Context: an optimization exercise on an open-source flow, tuned for small area, a short achievable clock period and few clock cycles. The choices shown serve that exercise and are no tape-out recipe. In this exercise RTL edits were held to simulation tests only and were not proved equivalent to the original.

Setup of job 101:
// feedforward
module feedforward(
    input [31:0] x1, x2, x3, x4,
    input [31:0] w1, w2, w3, w4,
    input clk,
    input rst,
    output wire [31:0] result,
    output wire done
    );
    localparam D_SR = 2'd0, D_UA = 2'd1, D_UB = 2'd2, D_RES = 2'd3;
    wire [3:0] nin = {(x4[30:0] != 0) && (w4[30:0] != 0),
                      (x3[30:0] != 0) && (w3[30:0] != 0),
                      (x2[30:0] != 0) && (w2[30:0] != 0),
                      (x1[30:0] != 0) && (w1[30:0] != 0)};
    wire sgn1 = x1[31] ^ w1[31];
    reg [3:0] nz;        
    reg [3:0] t;         
    reg       fin;       
    reg       v1;        
    reg       d1;        
    reg       v3;        
    reg [1:0] d3;        
    wire [7:0] ordr, ordi;
    ff_order oz(.n(nz), .o(ordr));
    ff_order oi(.n(nin), .o(ordi));
    wire [2:0] kk   = {2'b00, nz[0]} + {2'b00, nz[1]} + {2'b00, nz[2]} + {2'b00, nz[3]};
    wire       lf   = nz[0] & nz[1];
    reg       s2_act;
    reg [1:0] s2_dest;
    wire [2:0] ctl_z, ctl_i;
    ff_ctl cz(.n(nz), .tt(t + 4'd1), .c(ctl_z));
    ff_ctl ci(.n(nin), .tt(4'd1), .c(ctl_i));
    wire [2:0] ctl_next = rst ? ctl_i : ctl_z;
    wire d1_next = (t == 4'd2) ? ((kk == 3'd4) ? 1'b0 : lf) : 1'b1;
    wire cpy = (kk == 3'd4) && (t == 4'd6);
    wire clr = (kk == 3'd1) && (t == 4'd1);
    reg [23:0] nx, ny;
    reg signed [9:0] ex, ey;    
    reg        ps;
    reg        ua_s, ub_s;
    reg [9:0]  ua_e, ub_e;
    reg [23:0] ua_m, ub_m;
    reg        ua_g, ub_g, ua_st, ub_st, ua_t, ub_t;
    reg [27:0] as_sum;
    reg [7:0]  as_eb;
    reg        as_sign, as_za;
    reg [31:0] sr;
    reg        sg1;      
    reg        za_fin;   
    wire qa = ~ua_m[23] & (&ua_m[22:0]) & ua_g;
    wire qb = ~ub_m[23] & (&ub_m[22:0]) & ub_g;
    wire oa = (&ua_e[7:0]) & (&ua_m[22:0]) & ua_g & (ua_st | ua_m[0]);
    wire ob = (&ub_e[7:0]) & (&ub_m[22:0]) & ub_g & (ub_st | ub_m[0]);
  ...
clock: 10.0 ns
lec_check: 0
abc_area: 1
cap_margin: 20
core_margin: 2
core_utilization: 45
place_density: 0.7
setup_slack_margin: 2.5
slew_margin: 20
standard.sh (not shown) runs the stock make flow with config.mk's settings and CLKGATE_MAP_FILE= SYNTH_SCRIPT=/design/flow/synth_recipe.tcl, a recipe that flattens the netlist after the stock synthesis.
==> flow/flow/run.sh <==
#!/bin/bash
# The standard layout (the standard.sh: ORFS from synthesis to the final
# layout), except that the buffer put on every input and output port is the
# smallest plain buffer, sky130_fd_sc_hd__buf_1, rather than the default.
set -e
export BUFFER_PORTS_ARGS="-buffer_cell sky130_fd_sc_hd__buf_1"
bash standard.sh > standard_flow.log 2>&1
Testbench counts of job 101, summed over its fixed seeds: cycles 3,567.
Relative to job 101, the following input files were edited for job 102:
- SETUP_SLACK_MARGIN now 3.5, was 2.5
- PLACE_DENSITY no longer set, was 0.7
- CORE_UTILIZATION now 55, was 45
==> comparison <==
Job 102 finished every stage; the final checks, however, were not passed, the failures being capacitance limit, slew limit. Side by side, number of iterations in the first detailed-routing pass turned out higher in job 102 than in job 101. [compare] base=job 101 new=job 102: core utilization now larger; setup slack now smaller; total count of max-transition violations in the final report higher; worst-path maximum fanout rose 87. Register-to-register slack | job 102 below job 101. Of job 102 and job 101, the higher layout overhead on the synthesized area belongs to job 102. Looking at arrival time reported for the critical path endpoint, job 102 sits above job 101.
### job 102 -> job 103
- swapping 3.5 for 2.5 in SETUP_SLACK_MARGIN
- swapping 55 for 35 in CORE_UTILIZATION
Results
- Job 103 was carried through to the last stage, and its layout satisfied the timing, DRC and antenna checks.
- As far as total nets after synthesis goes, job 102 and job 103 are indistinguishable; the numbers are identical.
- Maximum clock frequency delta for job 103 relative to job 102: 29 MHz higher
- On job 103: critical path depth is 8 higher than what job 102 gave.
- [job 103] layout-stage area growth over the synthesis result fell 8.4 points relative to job 102

afterwards: timing with drivers on the ports:
How much do the figures lean on ideal ports? The routed layouts below were timed once more, with nothing changed but the port constraints. Step 1 sets driving cells, clkbuf_16 on the clock port and buf_2 on the other inputs (assumed; they add their load-dependent delay and slew). Step 2 times the ports against the registers' clock, not the clock port: input delays grow and output delays shrink by t, the midpoint of the rising clock arrivals with the driver on. Three values: no drivers, after step 1, after step 2; two values: the first two.
| run | t, ns | setup slack, ns | cell pins on the clock port's net |
|---|---|---|---|
| job 101 | 0.645 | 2.583 / 2.583 / 2.552 | 1 |
| job 102 | 0.664 | 0.788 / 0.788 / 0.788 | 1 |
| job 103 | 0.663 | 2.720 / 2.720 / 2.720 | 1 |
The setup slack of job 101, which loses most, moves by 0.000 ns with the drivers and by -0.031 ns with both steps.
